This design comes from an exercise in tuning for small area on the open sky130 flow, not from production work. Function was not checked in any run shown here: the RTL went through the layout flow alone. No activity file was given, so power comes from the tool's default toggle rates.

==> design/flow/design.v <==
module disp_7segment(
input [3:0] in,
output reg [6:0] segment);
always @(in)
casex (in)
	4'd0  : segment = 7'b1000000;
	4'd1  : segment = 7'b1111001;
	4'd2  : segment = 7'b0100100;
	4'd3  : segment = 7'b0110000;
	4'd4  : segment = 7'b0011001;
	4'd5  : segment = 7'b0010010;
	4'd6  : segment = 7'b0000010;
	4'd7  : segment = 7'b1111000;
	4'd8  : segment = 7'b0000000;
	4'd9  : segment = 7'b0010000;
	4'd10 : segment = 7'b0001000;
	4'd11 : segment = 7'b0000011;
	4'd12 : segment = 7'b1000110;
	4'd13 : segment = 7'b0100001;
	4'd14 : segment = 7'b0000110;
	4'd15 : segment = 7'b0001110;
	default : segment = 7'b1111111;
endcase
endmodule
module kypd(
input clk, rst, sample_en,
input [1:0] state,
input [3:0] row,
output [3:0] col,
output done,
output reg [15:0] number
);
reg [2:0] gap;       
reg [1:0] rank;      
reg [2:0] count;
reg [1:0] new_rank;
reg [3:0] key;
wire [3:0] pressed = ~row;
wire [3:0] order = (state == 2'd0) ? {pressed[2], pressed[1], pressed[0], pressed[3]} : pressed;
wire any_new = |pressed;
wire button_released = sample_en & ~any_new & (gap == 3'd3) ;
assign col[0] = (state == 2'd0) ? 1'b0 : 1'b1;
assign col[1] = (state == 2'd1) ? 1'b0 : 1'b1;
assign col[2] = (state == 2'd2) ? 1'b0 : 1'b1;
assign col[3] = (state == 2'd3) ? 1'b0 : 1'b1;
always @(*)
begin
	casez (order)
		4'b1???: new_rank = 2'd3;
		4'b01??: new_rank = 2'd2;
		4'b001?: new_rank = 2'd1;
		default: new_rank = 2'd0;
	endcase
end
always @(*)
begin
	case ({state, rank})
		4'h0: key = 4'h0;
		4'h1: key = 4'h1;
		4'h2: key = 4'h4;
		4'h3: key = 4'h7;
		4'h4: key = 4'h2;
		4'h5: key = 4'h5;
		4'h6: key = 4'h8;
		4'h7: key = 4'hf;
		4'h8: key = 4'h3;
		4'h9: key = 4'h6;
		4'ha: key = 4'h9;
		4'hb: key = 4'he;
		4'hc: key = 4'ha;
		4'hd: key = 4'hb;
		4'he: key = 4'hc;
		default: key = 4'hd;
	endcase
end
assign done = count[2];
always @(posedge clk)
begin
	if (rst)
		gap <= 3'd4;
	else if (sample_en)
	begin
		if (any_new)
			gap <= 3'd0;
		else if (~gap[2])
			gap <= gap + 3'd1;
	end
end
always @(posedge clk)
begin
	if (sample_en & any_new)
		rank <= new_rank;
end
always @(posedge clk)
begin
	if (rst)
		count <= 3'd0;
	else if (button_released)
		count <= done ? 3'd0 : count + 3'd1;
end
always @(posedge clk)
begin
	if (button_released & ~done)
		number <= {number[11:0], key};
end
endmodule
module input_password(
input clk, rst, sample_en,
input [1:0] state,
input [3:0] row,
output [3:0] col,
output cycle_complete,
output [15:0] code
);
kypd u1 (clk, rst, sample_en, state, row, col, cycle_complete, code);
endmodule
module profiles(
input clk, rst, en, done, write,
input [15:0] password,
input [3:0] selected_profile,
input [3:0] slot,
output valid
);
reg [255:0] ring;
reg [15:0] match;
reg ok;         
reg wpend;      
reg [3:0] wsel;
reg clr;        
wire wnow = wpend & (slot == wsel);
wire [15:0] head = clr ? 16'd0 : wnow ? password : ring[15:0];
wire [15:0] match_at_rise = {match[0], match[15:1]};
assign valid = ~rst & done & ok;
always @(posedge clk)
begin
	ring <= {head, ring[255:16]};
	match <= {head == password, match[15:1]};
end
always @(posedge clk)
begin
	if (rst)
		clr <= 1'b1;
	else if (&slot)
		clr <= 1'b0;
end
always @(posedge clk)
begin
	if (rst)
	begin
		ok <= 1'b1;
		wpend <= 1'b0;
	end
	else
	begin
		if (en & done)
			ok <= ~write & match_at_rise[selected_profile];
		if (en & done & write)
			wpend <= 1'b1;
		else if (wnow)
			wpend <= 1'b0;
	end
end
always @(posedge clk)
begin
	if (en & done & write)
		wsel <= selected_profile;
end
endmodule
module digital_lock(
input clk, rst, add_profile, d3_in,
input [3:0] profile_selected,
input [3:0] row,
output [3:0] col,
output [1:0] high, low,
output valid,
output reg locked,
output [6:0] dis_code0, dis_code1, dis_code2, dis_code3
);
reg [9:0] cnt;
wire div_rise = &cnt[7:0];
wire div_fall = ~cnt[7] & (&cnt[6:0]);
wire [15:0] code;
wire done;
reg disp_on;    
reg zero_seen;  
assign high = 2'b11;
assign low = 2'b00;
always @(posedge clk)
begin
	if (rst)
		cnt <= 10'h080;
	else
		cnt <= cnt + 10'd1;
end
input_password in_pass (clk, rst, div_fall, cnt[9:8], row, col, done, code);
profiles prof (clk, rst, div_rise, done, add_profile, code, profile_selected, cnt[3:0], valid);
wire [15:0] pass_code = disp_on ? code : 16'd0;
disp_7segment disp1 (pass_code[3:0]  , dis_code0);
disp_7segment disp2 (pass_code[7:4]  , dis_code1);
disp_7segment disp3 (pass_code[11:8] , dis_code2);
disp_7segment disp4 (pass_code[15:12], dis_code3);
always @(posedge clk)
begin
	if (rst)
		disp_on <= 1'b0;
	else if (div_rise)
		disp_on <= done;
end
always @(posedge clk)
begin
	if (rst)
	begin
		zero_seen <= ~d3_in;
		locked <= 1'b0;
	end
	else if (div_rise)
	begin
		zero_seen <= ~d3_in;
		locked <= locked | zero_seen;
	end
end
endmodule
==> design/flow/run.sh <==
#!/bin/bash
# synth_recipe.tcl (not shown) runs the flow's synth.tcl, then flattens the netlist and writes it again
# the make line also repeats each setting of config.mk as NAME=value (left out here)
make -C /OpenROAD-flow-scripts/flow DESIGN_CONFIG=/design/flow/config.mk WORK_HOME=/design/flow/orfs CLKGATE_MAP_FILE= SYNTH_SCRIPT=/design/flow/synth_recipe.tcl finish
==> design/flow/config.mk <==
export PLATFORM = sky130hd
export DESIGN_NAME = digital_lock
export DESIGN_NICKNAME = digital_lock
export VERILOG_FILES = /design/flow/design.v
export SDC_FILE = /design/flow/constraint.sdc
export NUM_CORES = 4
export LEC_CHECK = 0
export CAP_MARGIN = 20
export CORE_MARGIN = 2
export CORE_UTILIZATION = 40
export CTS_BUF_LIST = sky130_fd_sc_hd__clkbuf_2 sky130_fd_sc_hd__clkbuf_4 sky130_fd_sc_hd__clkbuf_8
export SLEW_MARGIN = 20
==> design/flow/constraint.sdc <==
create_clock -name core_clock -period 10.0 [get_ports {clk}]
set_input_delay 2.0000 -clock core_clock [delete_from_list [all_inputs] [get_ports {clk}]]
set_output_delay 2.0000 -clock core_clock [all_outputs]
set_load 0.01 [all_outputs]
==> qor.csv, run 1 <==
metric;value;unit
grt_use_total;12.7;%
outcome;timing/DRC/antenna clean;
grt_setup_unrepaired;no;
first_global_vias;5109;
cts_max_level;2;
postSynthCellCount;704;
worstPathArrival;3580;ps
synthToLayoutAreaGrowth;19.3;%
period_minus_slack;5580;ps
finalWeightedCongestion;0.799;
power.leakage;0.00425;µW
yosysSeqAreaShare;72.3;%
critPathKind;primary input to primary output;
synthesis.area;9070;µm²
core-area;22400;µm²
slowest_delay;790;ps
hpwl;9310;µm
fin_crit_sh;55.8;%
fin_hold_ws;316;ps
post_cts_buffers;0;
synth_edf_count;23;
num_vias;5045;
p_per_area;222;nW/µm²
cpMostUsedCell;clkdlybuf4s50_1;
hold_buffers;0;
synth_ff_type;dfxtp_1;
start_util;40.4;%
wl;14700;µm
cts_tree;done;
vias_per_cell;4.62;
multi_input_area;2270;µm²
portBuffers;45;
route.detailed.drc;0;
final_util;48.2;%
crit_chain;clkdlybuf4s50_1 > nor2_1 > clkdlybuf4s50_1;
final_antenna_net_count;0;
cp_slowest_cell;clkdlybuf4s50_1;
dr.pass1.iters;4;
antenna_found_initial;0;
synthTopCellsByArea;dfxtp_1 65%, edfxtp_1 7.6%, ha_1 4.0%, mux2i_1 2.8%, nor2_1 2.0%;
synth_top_cell_area_share;64.7;%
worstHoldPathType;flop to flop;
cts_root_buffer;clkbuf_8;
path_clk_slew;60;ps
ios;50;
drt_iter0_drc;155;
timing.final.max_slew_violations;0;
setup_viol;0;
synth_top_cell_by_area;dfxtp_1;
grt_start_max_net_pins;39;
max_slew_margin;47.4;%
fin_area;10800;µm²
regArea;6560;µm²
maxCapViolCount;0;
grt_pass1_wl;24700;µm
yosysWarnings;4;
row_count;55;
cts_buffer_depth;3;
cts_resized;0;
clock_sinks;316;
ys_seq_elements;316;
die_w;155;µm
timing.fmax;179;MHz
cp.required;8000;ps
hold_viol;0;
insertion_delay;540;ps
grt_overflow;0;
final_layout_size_suffix_gt1_share;12.4;%
placed_area;9780;µm²
postSynth.asyncResetShare;0;%
avgSynthCellArea;12.9;µm²
critical_path.max_fanout;24;
n_antenna_cell;0;
final_nets;814;
num-fill-cells;1982;
irDropWorstVdd;0.102;mV
ys_types;55;
numCtsBuffers;46;
finClkSkew;14.8;ps
dieArea;23900;µm²
max_slew.worst_pin.slew;789;ps
total_power;2400;µW
cp-end-kind;primary output;
crit_path_start_kind;primary input;
wire_per_inst;13.5;µm
die_h;155;µm
setup_tns;0;ps
[final timing paths]
| path | to | start | cells past startpoint | slack [ps] |
|---|---|---|---|---|
| hold reg to reg | prof.ring[179] | prof.ring[195] | 0 | 320 |
| setup / recovery | valid | rst | 3 | 4420 |
| setup reg to reg | prof.match[15] | in_pass.u1.number[11] | 5 | 8000 |
| hold / removal | prof.ring[179] | prof.ring[195] | 0 | 320 |
[synthesized netlist by cell type, types with 3 or more instances]
cell and instances:
a211oi_1 3, a21oi_1 24, a22o_1 5, a31oi_1 4
and2_1 4, buf_4 4, clkbuf_1 21, dfxtp_1 293
edfxtp_1 23, ha_1 29, inv_1 33, mux2i_1 25
mux4_2 4, nand2_1 38, nand2b_1 22, nand3_1 9
nand4b_1 4, nor2_1 49, nor2b_1 8, nor3_1 5
nor4_1 6, o2111ai_1 5, o211ai_1 6, o21a_1 6
o21ai_0 18, o22ai_1 7, xnor2_1 5, xor2_1 7
[registers in the layout (all words and copies together), names as in the netlist]
| name | flops |
|---|---|
| in_pass.u1.gap | 3 |
| prof.clr | 1 |
| prof.wpend | 1 |
| disp_on | 1 |
| cnt | 10 |
| zero_seen | 1 |
| in_pass.u1.count | 3 |
| prof.wsel | 4 |
| prof.match | 16 |
| prof.ok | 1 |
| in_pass.u1.number | 16 |
| in_pass.u1.rank | 2 |
| prof.ring | 256 |
| locked | 1 |
[routing by layer]
| metal | part of all wire, % | vias to the layer above | GRT usage (%) |
|---|---|---|---|
| met5 | 0 | - | 0 |
| met4 | 2.5 | 0 | 4.98 |
| met3 | 4.5 | 38 | 3.00 |
| met2 | 45 | 122 | 20.2 |
| met1 | 48 | 2384 | 16.9 |
| li1 | - | 2501 | - |
[cells in the final DEF (no fill, tap or decap), types with 9 or more instances in the layout]
cell	instances
dfxtp_1	293
clkbuf_8	51
nor2_1	49
clkdlybuf4s50_1	45
nand2_1	38
inv_1	33
ha_1	29
mux2i_1	25
a21oi_1	24
edfxtp_1	23
nand2b_1	22
o21ai_0	18
clkbuf_4	16
nand3_1	9
[kinds of logic after synthesis]
group	after synthesis	synth area share, %
buffers and inverters	62	2.83
DFF	316	72.3
other	2	0.0828
and+or+nand+nor	162	9.21
muxes	31	4.00
adders and majority gates	29	4.00
AOI/OAI and AO/OA	90	6.44
xor gates and xnor gates	12	1.16
[area by class of cell]
type	count	share of cell area, %
Clock inverter	15	1.99
Tap cell	285	3.30
Sequential cell	316	60.6
Inverter	33	1.14
Timing Repair Buffer	48	4.37
Clock buffer	67	7.60
Multi-Input combinational cell	328	21.0
[critical path: cells and delay by family]
| family | cells | cell delay [ps] |
|---|---|---|
| buffers and inverters | 2 | 1350 |
| and+or+nand+nor | 1 | 230 |
[per-stage QoR]
step	setup WS, ps	cells
2_1_floorplan	5630	706
3_3_place_gp	4380	1010
3_5_place_dp	4390	1010
4_1_cts	4380	1092
5_1_grt	4270	1092
6_report	4420	1092
[report_power, final]
| group | total (µW) | internal (µW) | switching, µW |
|---|---|---|---|
| sequential | 1270 | 1270 | 1.42 |
| combinational | 12.6 | 6.77 | 5.81 |
| clock | 1110 | 662 | 453 |
| total | 2400 | 1940 | 460 |
==> inputs of run 2 (changes only) <==
--- a/design/flow/design.v
+++ b/design/flow/design.v
@@ -1,26 +1,13 @@
 module disp_7segment(
 input [3:0] in,
-output reg [6:0] segment);
-always @(in)
-casex (in)
-	4'd0  : segment = 7'b1000000;
-	4'd1  : segment = 7'b1111001;
-	4'd2  : segment = 7'b0100100;
-	4'd3  : segment = 7'b0110000;
-	4'd4  : segment = 7'b0011001;
-	4'd5  : segment = 7'b0010010;
-	4'd6  : segment = 7'b0000010;
-	4'd7  : segment = 7'b1111000;
-	4'd8  : segment = 7'b0000000;
-	4'd9  : segment = 7'b0010000;
-	4'd10 : segment = 7'b0001000;
-	4'd11 : segment = 7'b0000011;
-	4'd12 : segment = 7'b1000110;
-	4'd13 : segment = 7'b0100001;
-	4'd14 : segment = 7'b0000110;
-	4'd15 : segment = 7'b0001110;
-	default : segment = 7'b1111111;
-endcase
+output [6:0] segment);
+assign segment[0] = (in[0] & ~in[1] & ~in[2] & ~in[3]) | (~in[0] & ~in[1] & in[2] & ~in[3]) | (in[0] & in[1] & ~in[2] & in[3]) | (in[0] & ~in[1] & in[2] & in[3]);
+assign segment[1] = (in[0] & ~in[1] & in[2] & ~in[3]) | (~in[0] & in[1] & in[2] & ~in[3]) | (in[0] & in[1] & ~in[2] & in[3]) | (~in[0] & ~in[1] & in[2] & in[3]) | (~in[0] & in[1] & in[2] & in[3]) | (in[0] & in[1] & in[2] & in[3]);
+assign segment[2] = (~in[0] & in[1] & ~in[2] & ~in[3]) | (~in[0] & ~in[1] & in[2] & in[3]) | (~in[0] & in[1] & in[2] & in[3]) | (in[0] & in[1] & in[2] & in[3]);
+assign segment[3] = (in[0] & ~in[1] & ~in[2] & ~in[3]) | (~in[0] & ~in[1] & in[2] & ~in[3]) | (in[0] & in[1] & in[2] & ~in[3]) | (~in[0] & in[1] & ~in[2] & in[3]) | (in[0] & in[1] & in[2] & in[3]);
+assign segment[4] = (in[0] & ~in[1] & ~in[2] & ~in[3]) | (in[0] & in[1] & ~in[2] & ~in[3]) | (~in[0] & ~in[1] & in[2] & ~in[3]) | (in[0] & ~in[1] & in[2] & ~in[3]) | (in[0] & in[1] & in[2] & ~in[3]) | (in[0] & ~in[1] & ~in[2] & in[3]);
+assign segment[5] = (in[0] & ~in[1] & ~in[2] & ~in[3]) | (~in[0] & in[1] & ~in[2] & ~in[3]) | (in[0] & in[1] & ~in[2] & ~in[3]) | (in[0] & in[1] & in[2] & ~in[3]) | (in[0] & ~in[1] & in[2] & in[3]);
+assign segment[6] = (~in[0] & ~in[1] & ~in[2] & ~in[3]) | (in[0] & ~in[1] & ~in[2] & ~in[3]) | (in[0] & in[1] & in[2] & ~in[3]) | (~in[0] & ~in[1] & in[2] & in[3]);
 endmodule
 module kypd(
 input clk, rst, sample_en,
==> design/flow/config.mk (replaced) <==
export PLATFORM = sky130hd
export DESIGN_NAME = digital_lock
export DESIGN_NICKNAME = digital_lock
export VERILOG_FILES = /design/flow/design.v
export SDC_FILE = /design/flow/constraint.sdc
export NUM_CORES = 4
export LEC_CHECK = 0
export CAP_MARGIN = 20
export CORE_MARGIN = 2
export CORE_UTILIZATION = 60
export CTS_BUF_LIST = sky130_fd_sc_hd__clkbuf_8
export CTS_CLUSTER_DIAMETER = 50
export CTS_CLUSTER_SIZE = 20
export PLACE_DENSITY = 0.7
export SLEW_MARGIN = 20
==> run 2 against run 1 <==
Compared with the run above: clock power is 45% lower; sequential power hardly changed; die area is 35% lower; hold slack better by 5.4 ps; area after synthesis is 3.0% lower; sequential share of layout area is 6.7 points higher; final area is 9.9% lower; synthesized cell count is 4.3% lower; global-route usage is 4.2 points higher; sequential cell count stayed put; critical path type unchanged; largest power group unchanged.
==> qor.csv, run 2 <==
metric;value;unit;change
crit_path_start_kind;primary input;;unchanged
ios;50;;unchanged
most-common-layout-cells;293 x dfxtp_1, 66 x nor2_1, 45 x clkdlybuf4s50_1, 29 x o21ai_0, 25 x nand2_1;;was 293 x dfxtp_1, 51 x clkbuf_8, 49 x nor2_1, 45 x clkdlybuf4s50_1, 38 x nand2_1
largest_reg_flops;256;;unchanged
worstHoldPathType;flop to flop;;unchanged
r2r_slack;7750;ps;was 8000 ps
core-area;14400;µm²;was 22,400 µm²
maxCapViolCount;0;;unchanged
vias_per_cell;5.23;;was 4.62
cp.required;8000;ps;about the same
max_slew_margin;46.7;%;was 47.4%
yosys-top-cells-count;293 x dfxtp_1, 66 x nor2_1, 29 x o21ai_0;;was 293 x dfxtp_1, 49 x nor2_1, 38 x nand2_1
outcome;timing/DRC/antenna clean;;unchanged
reg2reg_from;cnt[0];;was in_pass.u1.number[11]
final_common_cell;dfxtp_1;;unchanged
avgSynthCellArea;13.1;µm²;was 12.9 µm²
yosysSeqAreaShare;74.5;%;was 72.3%
combPwrFrac;0.7;%;was 0.5%
grt_use_total;16.9;%;was 12.7%
grt_pass1_wl;21900;µm;was 24,700 µm
timing.fmax;179;MHz;about the same
die_w;125;µm;was 155 µm
pwr-share-clk;32.3;%;was 46.4%
grt_start_max_net_pins;34;;was 39
route.detailed.drc;0;;unchanged
instances_no_fill;906;;was 1,092
final_antenna_net_count;0;;unchanged
top_regs;prof.ring x256, in_pass.u1.number x16, prof.match x16;;unchanged
synth_top_cell_area_share;66.7;%;was 64.7%
cts_root_buffer;clkbuf_8;;unchanged
seq_power_share;67.0;%;was 53.1%
p_int;1510;µW;was 1940 µW
ys_types;59;;was 55
synth_ff_type;dfxtp_1;;unchanged
timing.final.max_slew_violations;0;;unchanged
pre_cts_slack;4410;ps;was 4390 ps
start_util;61.0;%;was 40.4%
cts_resized;0;;unchanged
n_antenna_cell;0;;unchanged
numCtsBuffers;22;;was 46
final_nets;729;;was 814
setup_tns;0;ps;unchanged
startpoint;rst;;unchanged
postSynthCellCount;674;;was 704
finalWeightedCongestion;0.815;;was 0.799
postSynth.asyncResetShare;0;%;unchanged
dieArea;15700;µm²;was 23,900 µm²
r2r_end;in_pass.u1.number[12];;was prof.match[15]
portBuffers;45;;unchanged
endpoint;valid;;unchanged
antenna_found_initial;0;;unchanged
die_h;125;µm;was 155 µm
synth_top_cell_by_area;dfxtp_1;;unchanged
dr.max_layer_used;met4;;unchanged
yosysWarnings;3;;was 4
first_global_vias;4529;;was 5,109
cts_buffer_depth;3;;unchanged
switchingPower;387;µW;was 460 µW
grt_setup_unrepaired;no;;unchanged
hold_buffers;0;;unchanged
setup_ws;4420;ps;about the same
clock_sinks;316;;unchanged
row_count;44;;was 55
worstPathArrival;3580;ps;about the same
finClkSkew;16.3;ps;was 14.8 ps
dr.pass1.iters;4;;unchanged
placed_area;9330;µm²;was 9780 µm²
num_vias;4735;;was 5,045
fin_area;9750;µm²;was 10,800 µm²
final_util;67.6;%;was 48.2%
power.leakage;0.00359;µW;was 0.00425 µW
synthesis.area;8800;µm²;was 9070 µm²
period_minus_slack;5580;ps;about the same
critical_path.max_fanout;23;;was 24
wl_met2;6020;µm;was 6580 µm
wl;13100;µm;was 14,700 µm
wire_per_inst;14.4;µm;was 13.5 µm
wl_met1;6230;µm;was 7140 µm
post_cts_buffers;0;;unchanged
critPathKind;primary input to primary output;;unchanged
post-synth-top-count-cell;dfxtp_1;;unchanged
p_per_area;195;nW/µm²;was 222 nW/µm²
path_clk_slew;110;ps;was 60 ps
setup_viol;0;;unchanged
top_register;prof.ring;;unchanged
synth_edf_count;23;;unchanged
fin_crit_sh;55.8;%;about the same
ys_seq_elements;316;;unchanged
drt_iter0_drc;288;;was 155
final_layout_size_suffix_gt1_share;6.37;%;was 12.4%
insertion_delay;530;ps;was 540 ps
synthToLayoutAreaGrowth;10.8;%;was 19.3%
hpwl;8290;µm;was 9310 µm
p_sw_share;20.3;%;was 19.2%
hold_viol;0;;unchanged
reg2reg_depth;4;;was 5
cts_max_level;1;;was 2
cp-end-kind;primary output;;unchanged
irDropWorstVdd;0.138;mV;was 0.102 mV
synthTopCellsByArea;dfxtp_1 67%, edfxtp_1 7.8%, nor2_1 2.8%, mux2i_1 2.4%, o21ai_0 1.6%;;was dfxtp_1 65%, edfxtp_1 7.6%, ha_1 4.0%, mux2i_1 2.8%, nor2_1 2.0%
grt_overflow;0;;unchanged
max_slew.worst_pin.slew;799;ps;was 789 ps
whs_path_depth;0;;unchanged
cts_tree;done;;unchanged
dp_cells;872;;was 1,010
wl_met3;494;µm;was 657 µm
==> run 2: changes by cell type in the layout (fill, tap and decap cells not counted), moves of 9 or more <==
| cell | change |
|---|---|
| clkbuf_8 | -27 |
| o21ai_0 | +11 |
| clkbuf_4 | -16 |
| xnor2_1 | +9 |
| ha_1 | -24 |
| a31oi_1 | +9 |
| nand2b_1 | -12 |
| inv_1 | -14 |
| nand2_1 | -13 |
| nor2_1 | +17 |
==> run 2: cells by family after synthesis <==
kind of cell / after synthesis / synth area share [%]
adder cells (fa/ha/maj): 5 / 0.711
flip-flops: 316 / 74.5
multiplexers: 28 / 3.97
buffers and inverters: 53 / 2.79
AND/OR/NAND/NOR: 154 / 9.03
AO/OA/AOI/OAI: 98 / 7.12
other: 2 / 0.0853
XOR/XNOR: 18 / 1.79
==> run 2: cell type report <==
class,count,area [µm²]
Inverter,18,67.6
Sequential cell,316,6560
Clock buffer,24,330
Fill cell,1043,4680
Clock inverter,10,82.6
Tap cell,184,230
Timing Repair Buffer,47,465
Multi-Input combinational cell,307,2010
==> run 2: worst min path at each step <==
stage	startpoint	endpoint	slack, ps
2_1_floorplan	prof.ring[16]	prof.ring[0]	310
3_3_place_gp	prof.ring[174]	prof.ring[158]	310
3_5_place_dp	prof.ring[143]	prof.ring[127]	310
4_1_cts	prof.ring[29]	prof.ring[13]	330
5_1_grt	prof.ring[131]	prof.ring[115]	320
6_report	prof.ring[77]	prof.ring[61]	320
==> run 2: metrics by stage <==
stage	hold WS [ps]	total power, µW
2_1_floorplan	310	1310
3_3_place_gp	310	1320
3_5_place_dp	312	1320
4_1_cts	332	1920
5_1_grt	324	1970
6_report	322	1900
==> run 2: critical path, cell delays in order <==
cell,delay (ps)
clkdlybuf4s50_1,790
nor2_1,230
clkdlybuf4s50_1,560
==> run 2: power groups by stage <==
stage	sequential [µW]	combinational, µW	clock (µW)
6_report	1270	12.9	614
5_1_grt	1270	14.2	682
4_1_cts	1270	13.0	637
3_5_place_dp	1300	12.9	0
3_3_place_gp	1300	12.4	0
2_1_floorplan	1300	7.30	0
==> run 2: per-layer routing <==
layer	global-route usage, %	vias up
met2	27.0	88
met3	3.42	26
met5	0	-
met4	4.90	0
met1	23.8	2276
li1	-	2345
==> inputs of run 3 (changes only) <==
--- a/design/flow/config.mk
+++ b/design/flow/config.mk
@@ -5,6 +5,7 @@
 export SDC_FILE = /design/flow/constraint.sdc
 export NUM_CORES = 4
 export LEC_CHECK = 0
+export ABC_AREA = 1
 export CAP_MARGIN = 20
 export CORE_MARGIN = 2
 export CORE_UTILIZATION = 60
==> run 3 against run 2 <==
Compared with the run above: highest routed layer unchanged; hold slack improved by 0.65 ps; final area increased by 1.2%; area after synthesis is 1.4% higher; largest power group unchanged; first-iteration DRC count rose by 40%; total power shrank 2.1%; synthesized cell count up 18%; cell count increased by 15%; via count up 15%; largest cell class unchanged; clock skew grew 15 ps; still clean; routed wire length is 15% higher; maximum frequency up 2.9%.
==> qor.csv, run 3 <==
metric;value;unit;change
r2r_end;prof.match[15];;was in_pass.u1.number[12]
final_common_cell;dfxtp_1;;unchanged
cts_resized;0;;unchanged
most-common-layout-cells;293 x dfxtp_1, 115 x nand2_1, 94 x inv_1, 47 x nor2_1, 46 x nand3_1;;was 293 x dfxtp_1, 66 x nor2_1, 45 x clkdlybuf4s50_1, 29 x o21ai_0, 25 x nand2_1
dr.pass1.iters;5;;was 4
multi_input_area;1900;µm²;was 2010 µm²
grt_setup_unrepaired;no;;unchanged
synth_top_cell_area_share;65.7;%;was 66.7%
finalWeightedCongestion;0.913;;was 0.815
power.leakage;0.00416;µW;was 0.00359 µW
min_from;prof.ring[251];;was prof.ring[77]
critical_path.max_fanout;14;;was 23
reg2reg_depth;12;;was 4
final_util;67.8;%;was 67.6%
insertion_delay;530;ps;about the same
startpoint;rst;;unchanged
cts_max_level;1;;unchanged
r2r_slack;7420;ps;was 7750 ps
max_slew.worst_pin.slew;1010;ps;was 799 ps
grt_use_total;19.0;%;was 16.9%
top_register;prof.ring;;unchanged
drt_iter0_drc;403;;was 288
path_clk_slew;110;ps;about the same
top_regs;prof.ring x256, in_pass.u1.number x16, prof.match x16;;unchanged
fin_crit_sh;54.2;%;was 55.8%
timing.fmax;185;MHz;was 179 MHz
instances_no_fill;1041;;was 906
regArea;6560;µm²;unchanged
synthToLayoutAreaGrowth;10.5;%;was 10.8%
die_h;126;µm;was 125 µm
synthesis.area;8920;µm²;was 8800 µm²
ios;50;;unchanged
hpwl;10200;µm;was 8290 µm
largest_reg_flops;256;;unchanged
synth_edf_count;23;;unchanged
num-fill-cells;1081;;was 1,043
outcome;timing/DRC/antenna clean;;unchanged
min_to;prof.ring[235];;was prof.ring[61]
setup_tns;0;ps;unchanged
critPathKind;primary input to primary output;;unchanged
worstHoldPathType;flop to flop;;unchanged
hold_buffers;0;;unchanged
cp-end-kind;primary output;;unchanged
grt_start_max_net_pins;33;;was 34
max_slew_margin;32.8;%;was 46.7%
row_count;44;;unchanged
cts_tree;done;;unchanged
cts_root_buffer;clkbuf_8;;unchanged
irDropWorstVdd;0.154;mV;was 0.138 mV
postSynthCellCount;797;;was 674
core-area;14500;µm²;was 14,400 µm²
clock_sinks;316;;unchanged
synth_ff_type;dfxtp_1;;unchanged
reg2reg_from;prof.wsel[2];;was cnt[0]
postSynth.asyncResetShare;0;%;unchanged
final_layout_size_suffix_gt1_share;6.65;%;was 6.37%
finClkSkew;31.4;ps;was 16.3 ps
start_util;61.4;%;was 61.0%
grt_pass1_wl;24900;µm;was 21,900 µm
final_antenna_net_count;0;;unchanged
whs_path_depth;0;;unchanged
post-synth-top-count-cell;dfxtp_1;;unchanged
cp.required;8000;ps;about the same
synth_top_cell_by_area;dfxtp_1;;unchanged
yosysWarnings;3;;unchanged
avgSynthCellArea;11.2;µm²;was 13.1 µm²
period_minus_slack;5420;ps;was 5580 ps
yosys-top-cells-count;293 x dfxtp_1, 115 x nand2_1, 90 x inv_1;;was 293 x dfxtp_1, 66 x nor2_1, 29 x o21ai_0
setup_viol;0;;unchanged
timing.final.max_slew_violations;0;;unchanged
ys_seq_elements;316;;unchanged
synthTopCellsByArea;dfxtp_1 66%, edfxtp_1 7.7%, nand2_1 4.8%, inv_1 3.8%, nand4_1 2.7%;;was dfxtp_1 67%, edfxtp_1 7.8%, nor2_1 2.8%, mux2i_1 2.4%, o21ai_0 1.6%
route.detailed.drc;0;;unchanged
cts_buffer_depth;3;;unchanged
die_w;126;µm;was 125 µm
num_vias;5433;;was 4,735
numCtsBuffers;21;;was 22
maxCapViolCount;0;;unchanged
antenna_found_initial;0;;unchanged
final_nets;866;;was 729
crit_path_start_kind;primary input;;unchanged
wire_per_inst;14.5;µm;was 14.4 µm
wl;15100;µm;was 13,100 µm
worstPathArrival;3420;ps;was 3580 ps
dp_cells;1009;;was 872
p_per_area;189;nW/µm²;was 195 nW/µm²
grt_overflow;0;;unchanged
post_cts_buffers;0;;unchanged
dieArea;15900;µm²;was 15,700 µm²
vias_per_cell;5.22;;was 5.23
hold_viol;0;;unchanged
n_antenna_cell;0;;unchanged
ys_types;40;;was 59
yosysSeqAreaShare;73.5;%;was 74.5%
portBuffers;45;;unchanged
first_global_vias;5254;;was 4,529
==> run 3: kinds of logic (layout without fill, tap and decap cells) <==
family | Yosys count | in the layout | synth area share (%)
and+or+nand+nor | 282 | 282 | 15.0
other | 2 | 4 | 0.0842
DFF | 316 | 316 | 73.5
muxes | 5 | 5 | 0.575
xor gates and xnor gates | 2 | 2 | 0.196
buffers and inverters | 115 | 173 | 5.34
AOI/OAI and AO/OA | 70 | 70 | 4.60
adders and majority gates | 5 | 5 | 0.701
==> run 3: cell type report <==
type / count / share of cell area [%]
clock buffer: 21 / 2.93
clock inverter: 10 / 0.698
inverter: 96 / 3.65
multi-input combinational: 368 / 19.2
sequential: 316 / 66.5
tap: 184 / 2.33
timing repair buffer: 46 / 4.64
==> run 3: worst max-delay path by stage <==
stage / endpoint / slack [ps] / cells after the start
global route: valid / 4470 / 3
CTS: valid / 4580 / 3
global placement: valid / 4590 / 3
floorplan: valid / 5630 / 2
detailed placement: valid / 4600 / 3
finish: valid / 4580 / 3
==> run 3: metrics by stage <==
stage | hold slack (ps) | power, µW | instance area, µm² | setup WS [ps]
final | 323 | 1860 | 9860 | 4580
after global placement | 311 | 1320 | 9500 | 4590
after CTS | 329 | 1880 | 9850 | 4580
after floorplan | 310 | 1310 | 8930 | 5630
after global routing | 330 | 1920 | 9860 | 4470
after detailed placement | 312 | 1320 | 9500 | 4600
==> run 3: critical path: stages <==
cell and delay [ps]:
clkdlybuf4s50_1 670, nor2_1 200, clkdlybuf4s50_1 550
==> run 3: routing by layer <==
layer	up-vias	part of all wire [%]	wire length (µm)	track usage (%)
met5	-	0	0	0
met4	0	2.7	401	5.62
met3	37	5.8	867	3.48
met2	190	46	6890	31.3
met1	2517	46	6900	25.9
li1	2689	-	-	-
==> run 3: power by group <==
part           internal, µW  switching [µW]  leakage, µW
Clock                   205             364     0.000198
Combinational          7.30            11.9      0.00140
Sequential             1270            1.29      0.00257
Total                  1480             377      0.00416
==> inputs of run 4 (changes only) <==
==> design/flow/config.mk (replaced) <==
export PLATFORM = sky130hd
export DESIGN_NAME = digital_lock
export DESIGN_NICKNAME = digital_lock
export VERILOG_FILES = /design/flow/design.v
export SDC_FILE = /design/flow/constraint.sdc
export NUM_CORES = 4
export LEC_CHECK = 0
export CAP_MARGIN = 20
export CORE_MARGIN = 2
export CORE_UTILIZATION = 60
export CTS_BUF_LIST = sky130_fd_sc_hd__clkbuf_4
export CTS_CLUSTER_DIAMETER = 40
export CTS_CLUSTER_SIZE = 10
export PLACE_DENSITY = 0.7
export SLEW_MARGIN = 20
==> run 4 against run 3 <==
Compared with the run above: total power increased by 2.5%; critical path type unchanged; sequential power about the same; register-to-register slack improved by 320 ps; global-route usage decreased by 1.4 points; clock-buffer cell count increased by 25; worst setup slack got worse by 170 ps; clock power increased by 9.1%; largest cell class unchanged; cell count decreased by 11%; still clean on timing, DRC and antenna; maximum frequency decreased by 3.1%; final area decreased by 1.1%; sequential cell count unchanged; routed wire length decreased by 11%.
==> qor.csv, run 4 <==
metric;value;unit;change
outcome;timing/DRC/antenna clean;;unchanged
grt_overflow;0;;unchanged
route.detailed.drc;0;;unchanged
final_layout_size_suffix_gt1_share;9.16;%;was 6.65%
p_per_area;196;nW/µm²;was 189 nW/µm²
numCtsBuffers;39;;was 21
path_clk_slew;100;ps;was 110 ps
vias_per_cell;5.19;;was 5.22
postSynthCellCount;674;;was 797
ys_types;59;;was 40
fin_crit_sh;55.9;%;was 54.2%
grt_setup_unrepaired;no;;unchanged
synth_top_family_by_area;simple AND/OR/NAND/NOR gates;;unchanged
synth_top_cell_area_share;66.7;%;was 65.7%
crit_path_start_kind;primary input;;unchanged
drt_iter0_drc;395;;was 403
final_nets;746;;was 866
hold_buffers;0;;unchanged
dr.pass1.iters;5;;unchanged
synthAdderAreaFrac;0.711;%;was 0.701%
worstPathArrival;3590;ps;was 3420 ps
largest_reg_flops;256;;unchanged
period_minus_slack;5590;ps;was 5420 ps
setup_viol;0;;unchanged
finClkSkew;33.9;ps;was 31.4 ps
yosys.area_share.simple;9.03;%;was 15.0%
post-synth-top-count-cell;dfxtp_1;;unchanged
finalWeightedCongestion;0.815;;was 0.913
core-area;14400;µm²;was 14,500 µm²
post_cts_buffers;0;;unchanged
grt_use_total;17.6;%;was 19.0%
cpMostUsedCell;clkdlybuf4s50_1;;unchanged
irDropWorstVdd;0.114;mV;was 0.154 mV
cts_root_buffer;clkbuf_4;;was clkbuf_8
cp-end-kind;primary output;;unchanged
dieArea;15700;µm²;was 15,900 µm²
ys_seq_elements;316;;unchanged
crit_chain;clkdlybuf4s50_1 > nor2_1 > clkdlybuf4s50_1;;unchanged
antenna_found_initial;1;;was 0
hpwl;8290;µm;was 10,200 µm
top_regs;prof.ring x256, in_pass.u1.number x16, prof.match x16;;unchanged
critical_path.max_fanout;23;;was 14
row_count;44;;unchanged
yosys-top-cells-count;293 x dfxtp_1, 66 x nor2_1, 29 x o21ai_0;;was 293 x dfxtp_1, 115 x nand2_1, 90 x inv_1
synth_ff_type;dfxtp_1;;unchanged
grt_start_max_net_pins;34;;was 33
p_sw_share;20.1;%;was 20.2%
clock_sinks;316;;unchanged
wl;13400;µm;was 15,100 µm
seq_power_share;66.8;%;was 68.4%
timing.fmax;179;MHz;was 185 MHz
fin_hold_ws;317;ps;was 323 ps
pwr-share-clk;32.6;%;was 30.5%
cp.required;8000;ps;about the same
synth_edf_count;23;;unchanged
final_common_cell;dfxtp_1;;unchanged
start_util;61.0;%;was 61.4%
final_antenna_net_count;0;;unchanged
max_slew.worst_pin.slew;809;ps;was 1010 ps
ios;50;;unchanged
synthesis.area;8800;µm²;was 8920 µm²
die_w;125;µm;was 126 µm
synthToLayoutAreaGrowth;10.8;%;was 10.5%
portBuffers;45;;unchanged
yosysWarnings;3;;unchanged
p_int;1520;µW;was 1480 µW
first_global_vias;4731;;was 5,254
insertion_delay;620;ps;was 530 ps
num_vias;4812;;was 5,433
cts_tree;done;;unchanged
power.leakage;0.00362;µW;was 0.00416 µW
combPwrFrac;0.7;%;was 1.0%
cp_slowest_cell;clkdlybuf4s50_1;;unchanged
timing.final.max_slew_violations;0;;unchanged
synth_compound_area_share;7.12;%;was 4.60%
slowest_delay;790;ps;was 670 ps
cts_resized;0;;unchanged
critPathKind;primary input to primary output;;unchanged
grt_pass1_wl;22500;µm;was 24,900 µm
cts_buffer_depth;3;;unchanged
synth_top_cell_by_area;dfxtp_1;;unchanged
avgSynthCellArea;13.1;µm²;was 11.2 µm²
max_slew_margin;46.0;%;was 32.8%
cts_max_level;2;;was 1
die_h;125;µm;was 126 µm
most-common-layout-cells;293 x dfxtp_1, 66 x nor2_1, 46 x clkbuf_4, 45 x clkdlybuf4s50_1, 29 x o21ai_0;;was 293 x dfxtp_1, 115 x nand2_1, 94 x inv_1, 47 x nor2_1, 46 x nand3_1
worstHoldPathType;flop to flop;;unchanged
yosysSeqAreaShare;74.5;%;was 73.5%
top_register;prof.ring;;unchanged
wire_per_inst;14.4;µm;was 14.5 µm
synthXorXnorAreaFrac;1.79;%;was 0.196%
synthMuxAreaShare;3.97;%;was 0.575%
synthTopCellsByArea;dfxtp_1 67%, edfxtp_1 7.8%, nor2_1 2.8%, mux2i_1 2.4%, o21ai_0 1.6%;;was dfxtp_1 66%, edfxtp_1 7.7%, nand2_1 4.8%, inv_1 3.8%, nand4_1 2.7%
postSynth.asyncResetShare;0;%;unchanged
switchingPower;384;µW;was 377 µW
hold_viol;0;;unchanged
setup_tns;0;ps;unchanged
maxCapViolCount;0;;unchanged
## run 4: final cells by class
cell class / count / area, µm²
Inverter: 18 / 67.6
Timing Repair Buffer: 47 / 465
Multi-Input combinational cell: 307 / 2010
Sequential cell: 316 / 6560
Antenna cell: 1 / 2.50
Fill cell: 1056 / 4670
Tap cell: 184 / 230
Clock inverter: 8 / 67.6
Clock buffer: 46 / 345
## run 4: per-layer routing
metal | vias up | global-route usage [%] | share of wire (%)
met4 | 0 | 7.91 | 2.1
met1 | 2293 | 23.9 | 47
met3 | 21 | 4.36 | 5.2
li1 | 2389 | - | -
met2 | 109 | 27.1 | 46
met5 | - | 0 | 0
## run 4: kinds of logic (layout without fill, tap and decap cells)
family,Yosys count,in the layout
AO/OA/AOI/OAI,98,98
XOR/XNOR,18,18
other,2,5
multiplexers,28,28
AND/OR/NAND/NOR,154,154
adder cells (fa/ha/maj),5,5
flip-flops,316,316
buffers and inverters,53,119
## run 4: through the flow
step	cells	worst slack (ps)	cell area, µm²	power (µW)	utilization (%)
after floorplan	676	5630	8810	1310	-
after global placement	872	4440	9330	1320	64.7
after detailed placement	872	4410	9330	1320	64.7
after CTS	926	4390	9750	1930	67.6
after global routing	927	4310	9750	1990	67.6
final	927	4410	9750	1910	67.6
## run 4: path summary, 6_finish.rpt
| kind | from | endpoint | slack, ps | depth (start not counted) |
|---|---|---|---|---|
| setup reg to reg | cnt[0] | in_pass.u1.number[12] | 7740 | 4 |
| hold reg to reg | prof.ring[174] | prof.ring[158] | 320 | 0 |
| hold / removal | prof.ring[174] | prof.ring[158] | 320 | 0 |
| setup / recovery | rst | valid | 4410 | 3 |
## run 4: worst max-delay path: cells and delay by family
kind	cells	cell delay [ps]
buffers and inverters	2	1350
and+or+nand+nor	1	230
## run 4: power by group through the flow
| stage | Clock (µW) | Sequential [µW] | Combinational (µW) |
|---|---|---|---|
| 6_report | 621 | 1270 | 12.9 |
| 3_5_place_dp | 0 | 1300 | 12.9 |
| 5_1_grt | 699 | 1270 | 14.2 |
| 3_3_place_gp | 0 | 1300 | 12.4 |
| 4_1_cts | 646 | 1270 | 13.0 |
| 2_1_floorplan | 0 | 1300 | 7.30 |
==> inputs of run 5 (changes only) <==
==> design/flow/flow/run.sh (new file) <==
#!/bin/bash
# The standard layout, with the port buffers made from the smallest buffer cell.
set -euo pipefail
bash standard.sh BUFFER_PORTS_ARGS="-buffer_cell sky130_fd_sc_hd__buf_1" finish > standard.log 2>&1
==> design/flow/standard.sh (new file) <==
#!/bin/bash
# synth_recipe.tcl (not shown) runs the flow's synth.tcl, then flattens the netlist and writes it again
# the make line also repeats each setting of config.mk as NAME=value (left out here)
make -C /OpenROAD-flow-scripts/flow DESIGN_CONFIG=/design/flow/config.mk WORK_HOME=/design/flow/orfs CLKGATE_MAP_FILE= SYNTH_SCRIPT=/design/flow/synth_recipe.tcl "${@:-finish}"
--- a/design/flow/config.mk
+++ b/design/flow/config.mk
@@ -8,8 +8,8 @@
 export CAP_MARGIN = 20
 export CORE_MARGIN = 2
 export CORE_UTILIZATION = 60
-export CTS_BUF_LIST = sky130_fd_sc_hd__clkbuf_4
-export CTS_CLUSTER_DIAMETER = 40
-export CTS_CLUSTER_SIZE = 10
+export CTS_BUF_LIST = sky130_fd_sc_hd__clkbuf_8
+export CTS_CLUSTER_DIAMETER = 50
+export CTS_CLUSTER_SIZE = 20
 export PLACE_DENSITY = 0.7
 export SLEW_MARGIN = 20
removed: design/flow/run.sh
==> run 5 against run 4 <==
Compared with the run above: worst setup slack improved by 640 ps; clock skew decreased by 16 ps; maximum frequency increased by 13%; clock-buffer cell count decreased by 25; synthesized cell count unchanged; register-to-register slack got worse by 20 ps; area after synthesis unchanged.
==> qor.csv, run 5 <==
metric;value;unit;change
cp_slowest_cell;buf_1;;was clkdlybuf4s50_1
grt_use_total;16.8;%;was 17.6%
start_util;61.0;%;unchanged
hpwl;8210;µm;was 8290 µm
grt_start_max_net_pins;34;;unchanged
grt_setup_unrepaired;no;;unchanged
finClkSkew;17.9;ps;was 33.9 ps
postSynthCellCount;674;;unchanged
synth_edf_count;23;;unchanged
drt_iter0_drc;350;;was 395
timing.final.max_slew_violations;0;;unchanged
first_global_vias;4448;;was 4,731
cts_buffer_depth;3;;unchanged
insertion_delay;520;ps;was 620 ps
grt_pass1_wl;21800;µm;was 22,500 µm
max_slew_margin;37.2;%;was 46.0%
largest_reg_flops;256;;unchanged
p_per_area;199;nW/µm²;was 196 nW/µm²
route.detailed.drc;0;;unchanged
top_register;prof.ring;;unchanged
period_minus_slack;4950;ps;was 5590 ps
ys_types;59;;unchanged
power.leakage;0.00347;µW;was 0.00362 µW
timing.fmax;202;MHz;was 179 MHz
worstHoldPathType;flop to flop;;unchanged
outcome;timing/DRC/antenna clean;;unchanged
cts_root_buffer;clkbuf_8;;was clkbuf_4
multi_input_area;2010;µm²;unchanged
numCtsBuffers;21;;was 39
row_count;44;;unchanged
cp-end-kind;primary output;;unchanged
most-common-layout-cells;293 x dfxtp_1, 66 x nor2_1, 45 x buf_1, 29 x o21ai_0, 25 x nand2_1;;was 293 x dfxtp_1, 66 x nor2_1, 46 x clkbuf_4, 45 x clkdlybuf4s50_1, 29 x o21ai_0
setup_ws;5050;ps;was 4410 ps
clock_sinks;316;;unchanged
synth_ff_type;dfxtp_1;;unchanged
critPathKind;primary input to primary output;;unchanged
antenna_found_initial;0;;was 1
num_vias;4640;;was 4,812
hold_buffers;0;;unchanged
avgSynthCellArea;13.1;µm²;unchanged
final_antenna_net_count;0;;unchanged
cts_resized;0;;unchanged
yosysWarnings;3;;unchanged
synth_top_cell_by_area;dfxtp_1;;unchanged
wl;13000;µm;was 13,400 µm
final_layout_size_suffix_gt1_share;5.83;%;was 9.16%
cpMostUsedCell;buf_1;;was clkdlybuf4s50_1
slowest_delay;680;ps;was 790 ps
ys_seq_elements;316;;unchanged
pre_cts_slack;5040;ps;was 4410 ps
cts_tree;done;;unchanged
maxCapViolCount;0;;unchanged
regArea;6560;µm²;unchanged
synth_top_cell_area_share;66.7;%;unchanged
irDropWorstVdd;0.165;mV;was 0.114 mV
cts_max_level;1;;was 2
hold_viol;0;;unchanged
vias_per_cell;5.13;;was 5.19
yosys-top-cells-count;293 x dfxtp_1, 66 x nor2_1, 29 x o21ai_0;;unchanged
die_h;125;µm;unchanged
path_clk_slew;110;ps;was 100 ps
wire_per_inst;14.4;µm;about the same
reg2reg_from;cnt[0];;unchanged
dieArea;15700;µm²;unchanged
startpoint;rst;;unchanged
portBuffers;45;;unchanged
finalWeightedCongestion;0.779;;was 0.815
post_cts_buffers;0;;unchanged
crit_path_start_kind;primary input;;unchanged
postSynth.asyncResetShare;0;%;unchanged
top_regs;prof.ring x256, in_pass.u1.number x16, prof.match x16;;unchanged
dr.pass1.iters;5;;unchanged
die_w;125;µm;unchanged
cp.required;8000;ps;about the same
num-fill-cells;1078;;was 1,056
synthToLayoutAreaGrowth;7.37;%;was 10.8%
fin_crit_sh;49.5;%;was 55.9%
min_from;prof.ring[172];;was prof.ring[174]
max_slew.worst_pin.slew;942;ps;was 809 ps
synthTopCellsByArea;dfxtp_1 67%, edfxtp_1 7.8%, nor2_1 2.8%, mux2i_1 2.4%, o21ai_0 1.6%;;unchanged
critical_path.max_fanout;23;;unchanged
post-synth-top-count-cell;dfxtp_1;;unchanged
synthesis.area;8800;µm²;unchanged
final_util;65.5;%;was 67.6%
core-area;14400;µm²;unchanged
n_antenna_cell;0;;was 1
setup_viol;0;;unchanged
final_nets;728;;was 746
final_common_cell;dfxtp_1;;unchanged
grt_overflow;0;;unchanged
yosysSeqAreaShare;74.5;%;unchanged
ios;50;;unchanged
setup_tns;0;ps;unchanged
worstPathArrival;2950;ps;was 3590 ps
crit_chain;buf_1 > nor2_1 > buf_1;;was clkdlybuf4s50_1 > nor2_1 > clkdlybuf4s50_1
==> run 5: cell counts after synthesis <==
No cell type changed its count.
==> run 5: cell type report <==
cell class	count	area share, %
sequential	316	69.4
multi-input combinational	307	21.3
clock buffer	21	3.06
tap	184	2.44
timing repair buffer	47	1.95
clock inverter	11	1.13
inverter	18	0.715
==> run 5: final timing paths <==
check                          endpoint  slack (ps)  cells past startpoint
setup / recovery                  valid        5050                      3
hold / removal           prof.ring[156]         330                      0
setup reg to reg  in_pass.u1.number[12]        7720                      4
hold reg to reg          prof.ring[156]         330                      0
==> run 5: critical path, delay by kind of cell <==
family        cells  cell delay (ps)
buf+inv           2              840
simple gates      1              100
==> run 5: metal layers <==
metal  global-route usage [%]  share of wire [%]  up-vias
li1                         -                  -     2344
met1                     23.3                 48     2179
met2                     27.2                 45       91
met3                     3.55                4.8       26
met4                     4.51                2.3        0
met5                        0                  0        -
==> run 5: where the power goes <==
group / switching, µW / internal [µW] / leakage, µW / total, µW
combinational: 6.21 / 4.01 / 0.000686 / 10.2
clock: 368 / 231 / 0.000214 / 599
sequential: 1.44 / 1270 / 0.00257 / 1270
total: 375 / 1510 / 0.00347 / 1880
==> run 5: metrics by stage <==
step                      instance area, µm²  power [µW]  instances  hold slack (ps)
final                                   9450        1880        904              325
after CTS                               9450        1900        904              326
after detailed placement                9050        1310        872              312
after floorplan                         8810        1310        676              310
after global placement                  9050        1310        872              311
after global routing                    9450        1950        904              332
==> run 5: logic make-up (layout without fill, tap and decap cells) <==
logic type	Yosys count	after routing	share of synthesized area [%]
flops	316	316	74.5
xor+xnor	18	18	1.79
other cells	2	4	0.0853
compound gates	98	98	7.12
simple gates	154	154	9.03
fa+ha+maj	5	5	0.711
buf+inv	53	97	2.79
mux	28	28	3.97
==> inputs of run 6 (changes only) <==
--- a/design/flow/design.v
+++ b/design/flow/design.v
@@ -18,46 +18,22 @@
 output reg [15:0] number
 );
 reg [2:0] gap;       
-reg [1:0] rank;      
 reg [2:0] count;
-reg [1:0] new_rank;
 reg [3:0] key;
 wire [3:0] pressed = ~row;
-wire [3:0] order = (state == 2'd0) ? {pressed[2], pressed[1], pressed[0], pressed[3]} : pressed;
 wire any_new = |pressed;
-wire button_released = sample_en & ~any_new & (gap == 3'd3) ;
+wire button_released = sample_en & ~any_new & (gap == 3'd3);
 assign col[0] = (state == 2'd0) ? 1'b0 : 1'b1;
 assign col[1] = (state == 2'd1) ? 1'b0 : 1'b1;
 assign col[2] = (state == 2'd2) ? 1'b0 : 1'b1;
 assign col[3] = (state == 2'd3) ? 1'b0 : 1'b1;
 always @(*)
 begin
-	casez (order)
-		4'b1???: new_rank = 2'd3;
-		4'b01??: new_rank = 2'd2;
-		4'b001?: new_rank = 2'd1;
-		default: new_rank = 2'd0;
-	endcase
-end
-always @(*)
-begin
-	case ({state, rank})
-		4'h0: key = 4'h0;
-		4'h1: key = 4'h1;
-		4'h2: key = 4'h4;
-		4'h3: key = 4'h7;
-		4'h4: key = 4'h2;
-		4'h5: key = 4'h5;
-		4'h6: key = 4'h8;
-		4'h7: key = 4'hf;
-		4'h8: key = 4'h3;
-		4'h9: key = 4'h6;
-		4'ha: key = 4'h9;
-		4'hb: key = 4'he;
-		4'hc: key = 4'ha;
-		4'hd: key = 4'hb;
-		4'he: key = 4'hc;
-		default: key = 4'hd;
+	case (state)
+		2'd0: key = pressed[2] ? 4'h7 : pressed[1] ? 4'h4 : pressed[0] ? 4'h1 : 4'h0;
+		2'd1: key = pressed[3] ? 4'hf : pressed[2] ? 4'h8 : pressed[1] ? 4'h5 : 4'h2;
+		2'd2: key = pressed[3] ? 4'he : pressed[2] ? 4'h9 : pressed[1] ? 4'h6 : 4'h3;
+		default: key = pressed[3] ? 4'hd : pressed[2] ? 4'hc : pressed[1] ? 4'hb : 4'ha;
 	endcase
 end
 assign done = count[2];
@@ -75,11 +51,6 @@
 end
 always @(posedge clk)
 begin
-	if (sample_en & any_new)
-		rank <= new_rank;
-end
-always @(posedge clk)
-begin
 	if (rst)
 		count <= 3'd0;
 	else if (button_released)
@@ -87,8 +58,13 @@
 end
 always @(posedge clk)
 begin
-	if (button_released & ~done)
-		number <= {number[11:0], key};
+	if (sample_en & any_new & ~done)
+		number[3:0] <= key;
+end
+always @(posedge clk)
+begin
+	if (button_released & ~done & ~(count[1] & count[0]))
+		number[15:4] <= number[11:0];
 end
 endmodule
 module input_password(
==> design/flow/config.mk (replaced) <==
export PLATFORM = sky130hd
export DESIGN_NAME = digital_lock
export DESIGN_NICKNAME = digital_lock
export VERILOG_FILES = /design/flow/design.v
export SDC_FILE = /design/flow/constraint.sdc
export NUM_CORES = 4
export LEC_CHECK = 0
export CAP_MARGIN = 20
export CORE_MARGIN = 2
export CORE_UTILIZATION = 80
export CTS_BUF_LIST = sky130_fd_sc_hd__clkbuf_16
export CTS_CLUSTER_DIAMETER = 60
export CTS_CLUSTER_SIZE = 32
export PLACE_DENSITY = 0.9
export SLEW_MARGIN = 20
==> run 6 against run 5 <==
Compared with the run above: sequential share of layout area grew 0.23 points; sequential cell count shrank 2; non-clock buffer count is the same; area after synthesis shrank 1.8%; sequential power is essentially flat; via count grew 20%; core utilization grew 24 points; global-route usage grew 22 points; final area shrank 1.2%; routed wire length grew 66%; register-to-register slack lost 90 ps; first-iteration DRC count grew 110%; critical endpoint unchanged; largest cell class unchanged; largest power group unchanged; highest routed layer unchanged.
==> qor.csv, run 6 <==
metric;value;unit;change
finClkSkew;22.3;ps;was 17.9 ps
ys_types;54;;was 59
max_slew.worst_pin.slew;953;ps;was 942 ps
path_clk_slew;120;ps;was 110 ps
crit_chain;buf_1 > nor2_1 > buf_1;;unchanged
finalWeightedCongestion;0.865;;was 0.779
antenna_found_initial;0;;unchanged
avgSynthCellArea;12.8;µm²;was 13.1 µm²
power.leakage;0.00350;µW;was 0.00347 µW
synth_edf_count;21;;was 23
post_cts_buffers;0;;unchanged
whs_path_depth;0;;unchanged
clock_sinks;314;;was 316
critical_path.max_fanout;23;;unchanged
n_antenna_cell;0;;unchanged
irDropWorstVdd;0.207;mV;was 0.165 mV
vias_per_cell;6.57;;was 5.13
slowest_delay;690;ps;was 680 ps
die_h;108;µm;was 125 µm
yosys-top-cells-count;293 x dfxtp_1, 66 x nor2_1, 34 x nand2_1;;was 293 x dfxtp_1, 66 x nor2_1, 29 x o21ai_0
cp-end-kind;primary output;;unchanged
most-common-layout-cells;293 x dfxtp_1, 66 x nor2_1, 45 x buf_1, 34 x nand2_1, 26 x inv_1;;was 293 x dfxtp_1, 66 x nor2_1, 45 x buf_1, 29 x o21ai_0, 25 x nand2_1
synthesis.area;8640;µm²;was 8800 µm²
postSynth.asyncResetShare;0;%;unchanged
numCtsBuffers;14;;was 21
first_global_vias;5468;;was 4,448
core-area;10400;µm²;was 14,400 µm²
grt_setup_unrepaired;no;;unchanged
placed_area;8860;µm²;was 9050 µm²
fin_crit_sh;50.0;%;was 49.5%
cts_root_buffer;clkbuf_16;;was clkbuf_8
dp_cells;828;;was 872
cts_max_level;1;;unchanged
largest_reg_flops;256;;unchanged
synth_top_cell_by_area;dfxtp_1;;unchanged
grt_pass1_wl;33000;µm;was 21,800 µm
crit_path_start_kind;primary input;;unchanged
maxCapViolCount;0;;unchanged
grt_start_max_net_pins;34;;unchanged
final_layout_size_suffix_gt1_share;5.04;%;was 5.83%
portBuffers;45;;unchanged
hold_buffers;0;;unchanged
outcome;timing/DRC/antenna clean;;unchanged
top_regs;prof.ring x256, in_pass.u1.number x16, prof.match x16;;unchanged
grt_overflow;0;;unchanged
postSynthCellCount;676;;was 674
path_depth;3;;unchanged
cts_buffer_depth;3;;unchanged
setup_viol;0;;unchanged
period_minus_slack;5000;ps;was 4950 ps
yosysWarnings;3;;unchanged
cp_slowest_cell;buf_1;;unchanged
post-synth-top-count-cell;dfxtp_1;;unchanged
grt_use_total;38.5;%;was 16.8%
hold_viol;0;;unchanged
dieArea;11700;µm²;was 15,700 µm²
final_common_cell;dfxtp_1;;unchanged
timing.final.max_slew_violations;0;;unchanged
final_nets;723;;was 728
row_count;37;;was 44
num-fill-cells;312;;was 1,078
top_register;prof.ring;;unchanged
ios;50;;unchanged
crit_family;buffers and inverters;;unchanged
num_vias;5583;;was 4,640
critPathKind;primary input to primary output;;unchanged
worstPathArrival;3000;ps;was 2950 ps
synthTopCellsByArea;dfxtp_1 68%, edfxtp_1 7.3%, nor2_1 2.9%, mux2i_1 2.2%, nand2_1 1.5%;;was dfxtp_1 67%, edfxtp_1 7.8%, nor2_1 2.8%, mux2i_1 2.4%, o21ai_0 1.6%
reg2reg_depth;5;;was 4
route.detailed.drc;0;;unchanged
max_slew_margin;36.5;%;was 37.2%
cts_resized;0;;unchanged
die_w;108;µm;was 125 µm
cp.required;8000;ps;about the same
instances_no_fill;850;;was 904
start_util;83.0;%;was 61.0%
worstHoldPathType;flop to flop;;unchanged
yosysSeqAreaShare;75.2;%;was 74.5%
final_antenna_net_count;0;;unchanged
drt_iter0_drc;735;;was 350
cpMostUsedCell;buf_1;;unchanged
insertion_delay;500;ps;was 520 ps
dr.pass1.iters;6;;was 5
synth_top_cell_area_share;67.9;%;was 66.7%
cts_tree;done;;unchanged
hpwl;11300;µm;was 8210 µm
timing.fmax;200;MHz;was 202 MHz
setup_tns;0;ps;unchanged
ys_seq_elements;314;;was 316
p_per_area;212;nW/µm²;was 199 nW/µm²
crit_buf_inv;2;;unchanged
synthToLayoutAreaGrowth;7.96;%;was 7.37%
wl;21600;µm;was 13,000 µm
fin_area;9330;µm²;was 9450 µm²
synth_ff_type;dfxtp_1;;unchanged
wire_per_inst;25.4;µm;was 14.4 µm
[run 6: cell count changes in the layout (fill, tap and decap cells not counted), moves of 6 or more]
cell,change
a31oi_1,-8
xnor2_1,-7
nor4bb_1,-6
nand2_1,+9
o22ai_1,+6
nand2b_1,+10
o21ai_0,-9
clkbuf_8,-21
clkbuf_16,+17
a211oi_1,-6
[run 6: cells by family after synthesis]
kind of cell    count (synthesis)  synth area share (%)
mux                            24                  3.37
fa+ha+maj                       4                 0.550
compound gates                 95                  7.22
buf+inv                        57                  2.75
simple gates                  167                  9.53
xor+xnor                       13                  1.32
other cells                     2                0.0869
flops                         314                  75.2
[run 6: cell type report]
cell class | instances | area (µm²) | share of cell area, %
clock inverter | 5 | 42.5 | 0.456
multi-input combinational | 307 | 1920 | 20.6
inverter | 24 | 90.1 | 0.966
timing repair buffer | 47 | 184 | 1.97
clock buffer | 17 | 425 | 4.56
tap | 136 | 170 | 1.82
sequential | 314 | 6500 | 69.6
[run 6: worst paths after layout]
kind	startpoint	end	slack, ps
worst max-delay path	rst	valid	5000
worst max register to register	in_pass.u1.number[11]	prof.match[15]	7630
worst min register to register	prof.ring[65]	prof.ring[49]	320
worst min-delay path	prof.ring[65]	prof.ring[49]	320
[run 6: routing by layer]
| layer | global-route usage, % | routed length [µm] | up-vias |
|---|---|---|---|
| met1 | 46.6 | 7450 | 2658 |
| met4 | 21.8 | 1590 | 0 |
| met5 | 0 | 0 | - |
| met2 | 65.3 | 10700 | 458 |
| met3 | 6.75 | 1900 | 147 |
| li1 | - | - | 2320 |
[run 6: per-stage QoR]
stage          total power, µW  utilization (%)  setup WS (ps)  hold slack (ps)
6_report                  1980             89.6           5000              319
5_1_grt                   2020             89.6           4960              325
4_1_cts                   1980             89.6           5070              325
3_5_place_dp              1310             85.1           5090              312
3_3_place_gp              1300             85.1           5140              310
2_1_floorplan             1300                -           5630              310
[run 6: power breakdown]
group | switching (µW) | leakage, µW | internal [µW]
Combinational | 9.25 | 0.000722 | 4.46
Clock | 388 | 0.000234 | 314
Sequential | 1.95 | 0.00255 | 1260
Total | 400 | 0.00350 | 1580
==> inputs of run 7 (changes only) <==
==> design/flow/config.mk (replaced) <==
export PLATFORM = sky130hd
export DESIGN_NAME = digital_lock
export DESIGN_NICKNAME = digital_lock
export VERILOG_FILES = /design/flow/design.v
export SDC_FILE = /design/flow/constraint.sdc
export NUM_CORES = 4
export LEC_CHECK = 0
export CAP_MARGIN = 20
export CORE_MARGIN = 2
export CORE_UTILIZATION = 60
export CTS_BUF_LIST = sky130_fd_sc_hd__clkbuf_8
export CTS_CLUSTER_DIAMETER = 50
export CTS_CLUSTER_SIZE = 20
export PLACE_DENSITY = 0.7
export SLEW_MARGIN = 20
==> run 7 against run 6 <==
Compared with the run above: global-route usage down 20 points; clock skew up 9.4 ps; total power fell by 1.9%; maximum frequency up 0.97%; sequential share of layout area shrank 0.43 points; final area rose by 0.62%; cell count increased by 6.8%.
==> qor.csv, run 7 <==
metric;value;unit;change
outcome;timing/DRC/antenna clean;;unchanged
finClkSkew;31.7;ps;was 22.3 ps
irDropWorstVdd;0.172;mV;was 0.207 mV
grt_use_total;18.0;%;was 38.5%
timing.fmax;202;MHz;was 200 MHz
grt_setup_unrepaired;no;;unchanged
synthTopCellsByArea;dfxtp_1 68%, edfxtp_1 7.3%, nor2_1 2.9%, mux2i_1 2.2%, nand2_1 1.5%;;unchanged
synthesis.area;8640;µm²;unchanged
n_antenna_cell;0;;unchanged
dp_cells;872;;was 828
max_slew_margin;37.8;%;was 36.5%
postSynth.asyncResetShare;0;%;unchanged
critical_path.max_fanout;23;;unchanged
first_global_vias;4470;;was 5,468
synth_edf_count;21;;unchanged
most-common-layout-cells;293 x dfxtp_1, 66 x nor2_1, 45 x buf_1, 34 x nand2_1, 25 x inv_1;;was 293 x dfxtp_1, 66 x nor2_1, 45 x buf_1, 34 x nand2_1, 26 x inv_1
antenna_found_initial;0;;unchanged
path_clk_slew;100;ps;was 120 ps
cp.required;8000;ps;about the same
timing.final.max_slew_violations;0;;unchanged
synthToLayoutAreaGrowth;8.63;%;was 7.96%
post_cts_buffers;0;;unchanged
ys_seq_elements;314;;unchanged
synth_top_cell_by_area;dfxtp_1;;unchanged
die_h;124;µm;was 108 µm
wire_per_inst;14.7;µm;was 25.4 µm
grt_start_max_net_pins;24;;was 34
portBuffers;45;;unchanged
crit_path_start_kind;primary input;;unchanged
final_layout_size_suffix_gt1_share;7.01;%;was 5.04%
cts_tree;done;;unchanged
final_util;67.1;%;was 89.6%
dieArea;15400;µm²;was 11,700 µm²
ios;50;;unchanged
max_slew.worst_pin.slew;933;ps;was 953 ps
row_count;43;;was 37
top_regs;prof.ring x256, in_pass.u1.number x16, prof.match x16;;unchanged
insertion_delay;550;ps;was 500 ps
cts_max_level;1;;unchanged
dr.pass1.iters;4;;was 6
yosys-top-cells-count;293 x dfxtp_1, 66 x nor2_1, 34 x nand2_1;;unchanged
worstHoldPathType;flop to flop;;unchanged
cts_resized;0;;unchanged
clock_sinks;314;;unchanged
cp-end-kind;primary output;;unchanged
ys_types;54;;unchanged
vias_per_cell;5.11;;was 6.57
cts_buffer_depth;3;;unchanged
worstPathArrival;2950;ps;was 3000 ps
final_antenna_net_count;0;;unchanged
synth_ff_type;dfxtp_1;;unchanged
die_w;124;µm;was 108 µm
instances_no_fill;908;;was 850
critPathKind;primary input to primary output;;unchanged
finalWeightedCongestion;0.871;;was 0.865
top_register;prof.ring;;unchanged
power.leakage;0.00351;µW;was 0.00350 µW
cts_root_buffer;clkbuf_8;;was clkbuf_16
postSynthCellCount;676;;unchanged
setup_tns;0;ps;unchanged
drt_iter0_drc;304;;was 735
numCtsBuffers;23;;was 14
total_power;1940;µW;was 1980 µW
yosysWarnings;3;;unchanged
maxCapViolCount;0;;unchanged
core-area;14000;µm²;was 10,400 µm²
wl;13400;µm;was 21,600 µm
final_nets;732;;was 723
fin_crit_sh;49.5;%;was 50.0%
fin_hold_ws;317;ps;was 319 ps
largest_reg_flops;256;;unchanged
start_util;61.8;%;was 83.0%
period_minus_slack;4950;ps;was 5000 ps
p_per_area;207;nW/µm²;was 212 nW/µm²
post-synth-top-count-cell;dfxtp_1;;unchanged
hold_viol;0;;unchanged
yosysSeqAreaShare;75.2;%;unchanged
grt_pass1_wl;21700;µm;was 33,000 µm
num_vias;4637;;was 5,583
grt_overflow;0;;unchanged
hpwl;8640;µm;was 11,300 µm
synth_top_cell_area_share;67.9;%;unchanged
setup_viol;0;;unchanged
avgSynthCellArea;12.8;µm²;unchanged
route.detailed.drc;0;;unchanged
hold_buffers;0;;unchanged
final_common_cell;dfxtp_1;;unchanged
-- run 7: power breakdown --
| part | total (µW) | internal [µW] | switching (µW) |
|---|---|---|---|
| sequential | 1260 | 1260 | 1.68 |
| combinational | 11.4 | 4.38 | 7.00 |
| clock | 667 | 268 | 399 |
-- run 7: worst paths after layout --
| path | startpoint | to | slack, ps | depth (start not counted) |
|---|---|---|---|---|
| hold / removal | prof.ring[251] | prof.ring[235] | 320 | 0 |
| setup reg to reg | cnt[0] | prof.wsel[0] | 7880 | 5 |
| hold reg to reg | prof.ring[251] | prof.ring[235] | 320 | 0 |
| setup / recovery | rst | valid | 5050 | 3 |
-- run 7: area by class of cell --
type                       count  area (µm²)
tap                          180         225
clock inverter                12         140
clock buffer                  24         330
sequential                   314        6500
fill                        1052        4600
multi-input combinational    307        1920
timing repair buffer          47         184
inverter                      24        90.1
-- run 7: worst max-delay path, cell delays in order --
cell	delay [ps]
buf_1	680
nor2_1	110
buf_1	160
-- run 7: layer usage --
metal | track usage, % | wire length, µm | up-vias
met5 | 0 | 0 | -
met4 | 6.25 | 313 | 0
met1 | 25.3 | 6470 | 2176
li1 | - | - | 2338
met3 | 3.25 | 595 | 23
met2 | 28.1 | 5990 | 100
-- run 7: metrics by stage --
step | worst slack [ps] | cell area [µm²]
final | 5050 | 9390
after global routing | 4970 | 9390
after CTS | 5030 | 9390
after detailed placement | 5050 | 8920
after global placement | 5110 | 8920
after floorplan | 5630 | 8650
-- run 7: cells by family (layout without fill, tap and decap cells) --
group	count (synthesis)	count (layout)	synth area share (%)
adder cells (fa/ha/maj)	4	4	0.550
flip-flops	314	314	75.2
multiplexers	24	24	3.37
AND/OR/NAND/NOR	167	167	9.53
AO/OA/AOI/OAI	95	95	7.22
buffers and inverters	57	107	2.75
XOR/XNOR	13	13	1.32
other	2	4	0.0869

## separate check: timing with driven ports
How much do the figures lean on ideal ports? The routed layouts below were timed once more, with nothing changed but the port constraints.
Step 1: set_driving_cell puts a clkbuf_16 on clk and a buf_2 on each other input, an assumption about the parent block.
Step 2 adds t to the input delays and takes it off the output delays; t is the mean of the earliest and latest rising clock arrival at the registers after step 1. Input paths then give back, and output paths get back, about the clock's delay inside the block.
Slacks: ideal / step 1 / step 2; pairs: ideal / step 1.
run	t (ns)	setup WS [ns]	pins driven straight from the clock port
run 1	0.568	4.415 / 4.395 / 4.395	1
run 2	0.556	4.424 / 4.397 / 4.397	1
run 3	0.557	4.583 / 4.563 / 4.563	1
run 4	0.641	4.412 / 4.386 / 4.386	1
run 5	0.547	5.052 / 5.026 / 5.026	1
run 6	0.534	5.004 / 4.946 / 4.946	1
run 7	0.572	5.052 / 5.026 / 5.026	1
After both steps every run listed still meets setup and hold. For run 6, which loses most, drivers alone change the setup slack by -0.058 ns; drivers and shift together by -0.058 ns.
